This design comes from an exercise in tuning for small area on the open sky130 flow, not from production work.
RTL that was checked went through simulation tests only; none was proved equivalent to the original.
The clock input has no modelled driver; a real chip could not lean on it and would need a root buffer or a full tree.
Power is estimated from default activity; no workload was simulated.

Setup of the reference run:
==> module slotmachine, before the edit <==
module slotmachine(
	input        MAX10_CLK1_50,
	output [7:0] HEX0,
	output [7:0] HEX1,
	output [7:0] HEX2,
	input  [1:0] KEY,
	input  [0:0] SW
);
wire clk = MAX10_CLK1_50;
reg [1:0] rc;
always @(posedge clk) rc <= SW[0] ? {rc[1] | rc[0], rc[1] | ~rc[0]} : 2'b00;
wire rst = ~(rc[1] & rc[0]);
reg [8:0] kq;
wire [8:0] kc = kq ^ 9'd170;
wire kev = (kc == 9'd67);
wire [8:0] kn = (rst | kev) ? 9'd0 : {kc[7:0], ~(kc[8] ^ kc[4])};
always @(posedge clk) kq <= kn ^ 9'd170;
reg [9:0] tq;
wire [9:0] tc = tq ^ 10'd682;
wire tick = (tc == 10'd356);
wire [9:0] tn = (rst | tick) ? 10'd0 : {tc[8:0], ~(tc[9] ^ tc[6])};
always @(posedge clk) tq <= tn ^ 10'd682;
reg [9:0] Lq;
wire [9:0] L = Lq ^ 10'd682;
wire [9:0] Ln = rst ? 10'd0 : {L[8:0], ~(L[9] ^ L[8])};
always @(posedge clk) Lq <= Ln ^ 10'd682;
reg sf, pf;
always @(posedge clk)
	if (rst) sf <= 1'b0;
	else if (kev) sf <= ~KEY[0];
always @(posedge clk)
	if (kev) pf <= ~KEY[1];
reg [2:0] st;
reg [13:0] lq;
reg w;
wire [13:0] lo = lq ^ 14'd10922;
wire wrap = (lo == 14'd3109);
wire idle = ~st[2] & ~st[0];
wire run = ~st[1] & st[0];
wire stopping = st[1] | st[2];
wire go = (idle & sf) | (run & pf) | (st[1] & wrap) | (st[2] & ~st[1] & ~w);
wire [13:0] lon = (~stopping | wrap) ? 14'd0 : {lo[12:0], ~(lo[13] ^ lo[12])};
always @(posedge clk) lq <= lon ^ 14'd10922;
always @(posedge clk) w <= wrap;
always @(posedge clk)
	if (rst) st <= 3'b000;
	else if (go) st <= {st[1:0], ~st[2]};
wire adv = tick & (st[0] | st[2]);
wire en0 = tick & st[0] & (~st[2] | w);
wire en1 = tick & (st[0] | (st[1] & w));
wire en2 = tick & (st[0] | st[1] | (st[2] & w));
reg [1:0] p;
always @(posedge clk)
	if (rst) p <= 2'd0;
	else if (adv) p <= {p[0], ~p[0] & ~p[1]};
wire [2:0] sl0 = L[2:0], sl1 = L[5:3], sl2 = L[8:6];
wire c0 = ~p[0] & ~p[1], c1 = p[0], c2 = p[1];
wire nr = ~rst;
wire [2:0] g0 = {c2, c1, c0} & {3{en0 & nr}}, g1 = {c2, c1, c0} & {3{en1 & nr}}, g2 = {c2, c1, c0} & {3{en2 & nr}};
wire h0 = ~en0 & nr, h1 = ~en1 & nr, h2 = ~en2 & nr;
reg [2:0] q0, q1, q2;
wire [2:0] r0 = q0 ^ 3'b111, r1 = q1 ^ 3'b111, r2 = q2 ^ 3'b111;
always @(posedge clk) begin
	q0 <= 3'b111 ^ (({3{g0[0]}} & sl0) | ({3{g0[1]}} & sl1) | ({3{g0[2]}} & sl2) | ({3{h0}} & r0));
	q1 <= 3'b111 ^ (({3{g1[0]}} & sl2) | ({3{g1[1]}} & sl0) | ({3{g1[2]}} & sl1) | ({3{h1}} & r1));
	q2 <= 3'b111 ^ (({3{g2[0]}} & sl1) | ({3{g2[1]}} & sl2) | ({3{g2[2]}} & sl0) | ({3{h2}} & r2));
end
SEG7_LUT u0(.oSEG(HEX0[6:0]), .iDIG(r2));
SEG7_LUT u1(.oSEG(HEX1[6:0]), .iDIG(r1));
SEG7_LUT u2(.oSEG(HEX2[6:0]), .iDIG(r0));
assign HEX0[7] = 1'b1;
assign HEX1[7] = 1'b1;
assign HEX2[7] = 1'b1;
endmodule
clock: 10.0 ns
lec_check: 0
cap_margin: 0
core_margin: 2
core_utilization: 60
slew_margin: 0
standard.sh (not shown) runs the stock make flow with config.mk's settings and CLKGATE_MAP_FILE= SYNTH_SCRIPT=/design/flow/synth_recipe.tcl, a recipe that flattens the netlist after the stock synthesis.
==> flow/flow/run.sh <==
#!/bin/bash
# The standard layout (standard.sh) with three changes:
#  - synthesis uses flow/my_synth.tcl: the standard script, but ABC is run
#    with each area-oriented script in flow/abc/ and the smallest mapping is
#    kept; no adder extraction;
#  - the port buffers are the smallest buffer cell;
#  - the clock tree uses small clock buffers and no dummy balancing loads.
set -euo pipefail
W=$PWD
export MY_ABC_DIR=$W/flow/abc
export BUFFER_PORTS_ARGS="-buffer_cell sky130_fd_sc_hd__buf_1"
export CTS_ARGS="-sink_clustering_enable -repair_clock_nets -dont_use_dummy_load -sink_clustering_size 20 -sink_clustering_max_diameter 100 -buf_list {sky130_fd_sc_hd__clkbuf_2 sky130_fd_sc_hd__clkbuf_4}"
sed -e "s#SYNTH_SCRIPT=[^ ]*#SYNTH_SCRIPT=$W/flow/my_synth.tcl ADDER_MAP_FILE=#" standard.sh > my_standard.sh
bash my_standard.sh > standard.log 2>&1
Other scripts of this flow, unchanged in this note and not shown: flow/flow/abc/a1.abc, flow/flow/abc/a2.abc, flow/flow/abc/a3.abc, flow/flow/abc/a4.abc, flow/flow/abc/a5.abc, flow/flow/abc/a6.abc, flow/flow/abc/b11.abc, flow/flow/abc/b19.abc, flow/flow/abc/b3.abc, flow/flow/my_synth.tcl
The reference run: no failed stages, no open violations at the end
The following lists how the trial run was set up differently from the reference run:
--- a/flow/design.v
+++ b/flow/design.v
@@ -16,15 +16,16 @@
 	output [7:0] HEX1,
 	output [7:0] HEX2,
 	input  [1:0] KEY,
 	input  [0:0] SW
 );
 wire clk = MAX10_CLK1_50;
-reg [1:0] rc;
-always @(posedge clk) rc <= SW[0] ? {rc[1] | rc[0], rc[1] | ~rc[0]} : 2'b00;
-wire rst = ~(rc[1] & rc[0]);
+reg rst;
+wire adv;
+reg [1:0] p;
+always @(posedge clk) rst <= ~SW[0] | (rst & ~p[1]);
 reg [8:0] kq;
 wire [8:0] kc = kq ^ 9'd170;
 wire kev = (kc == 9'd67);
 wire [8:0] kn = (rst | kev) ? 9'd0 : {kc[7:0], ~(kc[8] ^ kc[4])};
 always @(posedge clk) kq <= kn ^ 9'd170;
 reg [9:0] tq;
@@ -41,33 +42,31 @@
 	if (rst) sf <= 1'b0;
 	else if (kev) sf <= ~KEY[0];
 always @(posedge clk)
 	if (kev) pf <= ~KEY[1];
 reg [2:0] st;
 reg [13:0] lq;
-reg w;
 wire [13:0] lo = lq ^ 14'd10922;
-wire wrap = (lo == 14'd3109);
-wire idle = ~st[2] & ~st[0];
-wire run = ~st[1] & st[0];
-wire stopping = st[1] | st[2];
-wire go = (idle & sf) | (run & pf) | (st[1] & wrap) | (st[2] & ~st[1] & ~w);
-wire [13:0] lon = (~stopping | wrap) ? 14'd0 : {lo[12:0], ~(lo[13] ^ lo[12])};
+wire wrap = (lo == 14'd8528);
+wire idle = (st == 3'b000), run = (st == 3'b001), sx = (st == 3'b011), s0 = (st == 3'b010);
+wire s1 = (st == 3'b110), s2 = (st == 3'b111);
+wire hold = ~st[1] & ~st[2];
+wire [13:0] lon = hold ? 14'd8528 : {lo[12] | wrap, lo[11:0], ~(lo[13] ^ lo[12])};
 always @(posedge clk) lq <= lon ^ 14'd10922;
-always @(posedge clk) w <= wrap;
+wire [2:0] stn;
+assign stn[0] = (idle & sf) | run | (s1 & wrap) | s2;
+assign stn[1] = (run & pf) | sx | s0 | s1 | (s2 & ~wrap);
+assign stn[2] = (s0 & wrap) | s1 | s2;
+always @(posedge clk) st <= rst ? 3'b000 : stn;
+assign adv = tick & ~idle;
+wire en0 = tick & (run | sx | s0);
+wire en1 = tick & (run | sx | s0 | s1);
+wire en2 = tick & (run | sx | s0 | s1 | s2);
 always @(posedge clk)
-	if (rst) st <= 3'b000;
-	else if (go) st <= {st[1:0], ~st[2]};
-wire adv = tick & (st[0] | st[2]);
-wire en0 = tick & st[0] & (~st[2] | w);
-wire en1 = tick & (st[0] | (st[1] & w));
-wire en2 = tick & (st[0] | st[1] | (st[2] & w));
-reg [1:0] p;
-always @(posedge clk)
-	if (rst) p <= 2'd0;
-	else if (adv) p <= {p[0], ~p[0] & ~p[1]};
+	if (~SW[0]) p <= 2'd0;
+	else if (rst | adv) p <= {p[0], ~p[0] & ~p[1]};
 wire [2:0] sl0 = L[2:0], sl1 = L[5:3], sl2 = L[8:6];
 wire c0 = ~p[0] & ~p[1], c1 = p[0], c2 = p[1];
 wire nr = ~rst;
 wire [2:0] g0 = {c2, c1, c0} & {3{en0 & nr}}, g1 = {c2, c1, c0} & {3{en1 & nr}}, g2 = {c2, c1, c0} & {3{en2 & nr}};
 wire h0 = ~en0 & nr, h1 = ~en1 & nr, h2 = ~en2 & nr;
 reg [2:0] q0, q1, q2;
[summary]
The trial run: no failed stages, no open violations at the end. Gate count of the mapped netlist: higher on the reference run. The trial run against the reference run; length of routed wiring on met1 is down by more than 10%. HEX0[4] as the endpoint of the worst setup timing path was reported by the trial run, and HEX1[5] by the reference run. The final reports for the trial run and the reference run show multi-input combinational cell count lower in the former. Comparing the trial run and the reference run, core utilization is lower on the trial run. For combined area of all synthesized cells, dividing the value from the reference run by the value from the trial run gives 1.05. [the trial run] highest achievable clock rate fell 1.8% relative to the reference run. The insertion delay to the later sink of the worst-skew pair was comparable across the trial run and the reference run. | final instance area | the trial run vs the reference run | better |. Area share of buffers outside the clock network: the trial run > the reference run. The trial run — total power draw about 16% higher, the reference run as reference. Compared with the reference run, the trial run shows a lower count of vias placed by the detailed router. Compared with the reference run, the trial run shows setup slack lower by 0.065 ns.
No functional check of the RTL was part of the reference run.

* * *

## before
Another version of the RTL of slotmachine (not shown whole).
For scale: ~220 cells after synthesis, ~60 flip-flops, about 28 I/O pins, about 0.0020 sq mm of cells after synthesis.
==> module slotmachine, before the edit <==
module slotmachine(
	input        MAX10_CLK1_50,
	output [7:0] HEX0,
	output [7:0] HEX1,
	output [7:0] HEX2,
	input  [1:0] KEY,
	input  [0:0] SW
);
wire clk = MAX10_CLK1_50;
reg rst;
wire adv;
reg [1:0] p;
always @(posedge clk) rst <= ~SW[0] | (rst & ~p[1]);
reg [8:0] kq;
wire [8:0] kc = kq ^ 9'd170;
wire kev = ((kc & 9'd477) == 9'd477);    
wire [8:0] kn = (rst | kev) ? 9'd503 : {kc[7:0], ~(kc[8] ^ kc[4])};    
always @(posedge clk) kq <= kn ^ 9'd170;
reg [9:0] tq;
wire [9:0] tc = tq ^ 10'd682;
wire tick = ((tc & 10'd893) == 10'd877);    
wire [9:0] tn = (rst | tick) ? 10'd878 : {tc[8:0], ~(tc[9] ^ tc[6])};    
always @(posedge clk) tq <= tn ^ 10'd682;
reg [9:0] Lq;
wire [9:0] L = Lq ^ 10'd682;
wire [9:0] Ln = rst ? 10'd0 : {L[8:0], ~(L[9] ^ L[8])};
always @(posedge clk) Lq <= Ln ^ 10'd682;
reg sf, pf;
always @(posedge clk)
	if (rst) sf <= 1'b0;
	else if (kev) sf <= ~KEY[0];
always @(posedge clk)
	if (kev) pf <= ~KEY[1];
reg [2:0] st;
reg [13:0] lq;
wire [13:0] lo = lq ^ 14'd10922;
wire wrap = ((lo & 14'd15103) == 14'd8416);    
wire idle = (st == 3'b000), run = (st == 3'b001), sx = (st == 3'b011), s0 = (st == 3'b010);
wire s1 = (st == 3'b110), s2 = (st == 3'b111);
wire hold = ~st[1] & ~st[2];
wire [13:0] lon = hold ? 14'd8416 : {lo[12:8], lo[7] & ~wrap, lo[6:0], ~(lo[13] ^ lo[12])};
always @(posedge clk) lq <= lon ^ 14'd10922;
wire [2:0] stn;
assign stn[0] = (idle & sf) | run | (s1 & wrap) | s2;
assign stn[1] = (run & pf) | sx | s0 | s1 | (s2 & ~wrap);
assign stn[2] = (s0 & wrap) | s1 | s2;
always @(posedge clk) st <= rst ? 3'b000 : stn;
assign adv = tick & ~idle;
wire en0 = tick & (run | sx | s0);
wire en1 = tick & (run | sx | s0 | s1);
wire en2 = tick & (run | sx | s0 | s1 | s2);
always @(posedge clk)
	if (~SW[0]) p <= 2'd0;
	else if (rst | adv) p <= {p[0], ~p[0] & ~p[1]};
wire [2:0] sl0 = L[2:0], sl1 = L[5:3], sl2 = L[8:6];
wire c0 = ~p[0] & ~p[1], c1 = p[0], c2 = p[1];
wire nr = ~rst;
wire [2:0] g0 = {c2, c1, c0} & {3{en0 & nr}}, g1 = {c2, c1, c0} & {3{en1 & nr}}, g2 = {c2, c1, c0} & {3{en2 & nr}};
wire h0 = ~en0 & nr, h1 = ~en1 & nr, h2 = ~en2 & nr;
reg [2:0] q0, q1, q2;
wire [2:0] r0 = q0 ^ 3'b111, r1 = q1 ^ 3'b111, r2 = q2 ^ 3'b111;
always @(posedge clk) begin
	q0 <= 3'b111 ^ (({3{g0[0]}} & sl0) | ({3{g0[1]}} & sl1) | ({3{g0[2]}} & sl2) | ({3{h0}} & r0));
	q1 <= 3'b111 ^ (({3{g1[0]}} & sl2) | ({3{g1[1]}} & sl0) | ({3{g1[2]}} & sl1) | ({3{h1}} & r1));
	q2 <= 3'b111 ^ (({3{g2[0]}} & sl1) | ({3{g2[1]}} & sl2) | ({3{g2[2]}} & sl0) | ({3{h2}} & r2));
end
SEG7_LUT u0(.oSEG(HEX0[6:0]), .iDIG(r2));
SEG7_LUT u1(.oSEG(HEX1[6:0]), .iDIG(r1));
SEG7_LUT u2(.oSEG(HEX2[6:0]), .iDIG(r0));
assign HEX0[7] = 1'b1;
assign HEX1[7] = 1'b1;
assign HEX2[7] = 1'b1;
endmodule
clock: 10.0 ns
lec_check: 0
cap_margin: 20
core_margin: 2
core_utilization: 60
slew_margin: 20
==> flow/flow/run.sh <==
#!/bin/bash
# The standard layout (standard.sh) with three changes:
#  - synthesis uses flow/my_synth.tcl: the standard script, but ABC is run
#    with each area-oriented script in flow/abc/ and the smallest mapping is
#    kept; no adder extraction;
#  - the port buffers are the smallest buffer cell;
#  - the clock tree is built by flow/manual_cts.tcl (hooked in as
#    PRE_CTS_TCL, it replaces clock_tree_synthesis): the clock port drives
#    MY_CTS_NBUF clock buffers, each driving the flip-flops of one
#    placement cluster; ORFS's CTS step does the rest as usual (legalizing,
#    timing repair).
set -euo pipefail
W=$PWD
export MY_ABC_DIR=$W/flow/abc
export BUFFER_PORTS_ARGS="-buffer_cell sky130_fd_sc_hd__buf_1"
export PRE_CTS_TCL=$W/flow/manual_cts.tcl
export MY_CLK_PORT=MAX10_CLK1_50
export MY_CTS_NBUF=2
export MY_CTS_BUF=sky130_fd_sc_hd__clkbuf_16
export CTS_ARGS="-sink_clustering_enable -repair_clock_nets -dont_use_dummy_load -sink_clustering_size 20 -sink_clustering_max_diameter 100 -buf_list {sky130_fd_sc_hd__clkbuf_2 sky130_fd_sc_hd__clkbuf_4}"
sed -e "s#SYNTH_SCRIPT=[^ ]*#SYNTH_SCRIPT=$W/flow/my_synth.tcl ADDER_MAP_FILE=#" standard.sh > my_standard.sh
bash my_standard.sh > standard.log 2>&1
Other scripts of this flow, unchanged in this note and not shown: flow/flow/abc/a1.abc, flow/flow/abc/a2.abc, flow/flow/abc/a3.abc, flow/flow/abc/a4.abc, flow/flow/abc/a5.abc, flow/flow/abc/a6.abc, flow/flow/abc/b11.abc, flow/flow/abc/b19.abc, flow/flow/abc/b27.abc, flow/flow/abc/b3.abc, flow/flow/abc/b42.abc, flow/flow/abc/b5.abc, flow/flow/abc/b77.abc, flow/flow/manual_cts.tcl, flow/flow/my_synth.tcl
before: flow completed, timing, DRC and antenna clean
What after does differently from before at the input level:
--- a/flow/design.v
+++ b/flow/design.v
@@ -47,20 +47,20 @@
 reg [13:0] lq;
 wire [13:0] lo = lq ^ 14'd10922;
 wire wrap = ((lo & 14'd15103) == 14'd8416);    
-wire idle = (st == 3'b000), run = (st == 3'b001), sx = (st == 3'b011), s0 = (st == 3'b010);
-wire s1 = (st == 3'b110), s2 = (st == 3'b111);
-wire hold = ~st[1] & ~st[2];
+wire idle = (st == 3'b000), run = (st == 3'b001), sx = (st == 3'b011), s0 = (st == 3'b111);
+wire s1 = (st == 3'b110), s2 = (st == 3'b010);
+wire hold = ~st[2] & ~st[1];
 wire [13:0] lon = hold ? 14'd8416 : {lo[12:8], lo[7] & ~wrap, lo[6:0], ~(lo[13] ^ lo[12])};
 always @(posedge clk) lq <= lon ^ 14'd10922;
 wire [2:0] stn;
-assign stn[0] = (idle & sf) | run | (s1 & wrap) | s2;
+assign stn[0] = (idle & sf) | run | sx | (s0 & ~wrap);
 assign stn[1] = (run & pf) | sx | s0 | s1 | (s2 & ~wrap);
-assign stn[2] = (s0 & wrap) | s1 | s2;
+assign stn[2] = sx | s0 | (s1 & ~wrap) | (s2 & wrap);
 always @(posedge clk) st <= rst ? 3'b000 : stn;
 assign adv = tick & ~idle;
-wire en0 = tick & (run | sx | s0);
-wire en1 = tick & (run | sx | s0 | s1);
-wire en2 = tick & (run | sx | s0 | s1 | s2);
+wire en0 = tick & st[0];
+wire en1 = tick & (st[0] | (st[1] & st[2]));
+wire en2 = tick & (st[0] | st[1]);
 always @(posedge clk)
 	if (~SW[0]) p <= 2'd0;
 	else if (rst | adv) p <= {p[0], ~p[0] & ~p[1]};
Results
- When after is set beside before, its total routing resource utilization after global routing turns out to be 0.56 points smaller.
- The register-to-register setup slack in after sits 0.04 ns above the value recorded for before.
- Diff before -> after: detailed-routed wire length on met2 moved down; power share of the clock group moved down; instance count after placement with tap cells included moved up; smallest setup slack after layout moved up; overall power consumption moved up.
- Relative to before, via-per-instance ratio has decreased by about 5.5% in after.
- On combinational share of power: between before and after, it ends up higher for after.
- The higher global placer's final weighted congestion of before and after is in before.
- For die boundary width, before and after come out practically identical.
- after: minimum period implied by the final worst setup slack is 0.31 ns lower than what before reported.
No run of this note takes its clock network from TritonCTS; it comes from the design's own scripts or RTL.

==> separate check: timing with driven ports <==
In the flow no input, the clock included, has a driving cell. The finished layouts below were timed again as built, in two steps. Step 1: set_driving_cell puts a clkbuf_16 on MAX10_CLK1_50 and a buf_2 on each other input, an assumption about the parent block. Step 2 times the ports against the registers' clock, not the clock port: input delays grow and output delays shrink by t, the midpoint of the rising clock arrivals with the driver on. Slacks: ideal ports / drivers / drivers and shift; pairs: ideal ports / drivers.
run	shift t [ns]	slack for setup (ns)	latest minus earliest clock arrival (ns)
the reference run	0.387	6.400 / 6.374 / 6.761	0.037 / 0.036
the trial run	0.383	6.335 / 6.315 / 6.698	0.022 / 0.022
before	0.206	6.309 / 6.264 / 6.470	0.024 / 0.024
after	0.209	6.623 / 6.578 / 6.787	0.013 / 0.013
After both steps every run listed still meets setup and hold.
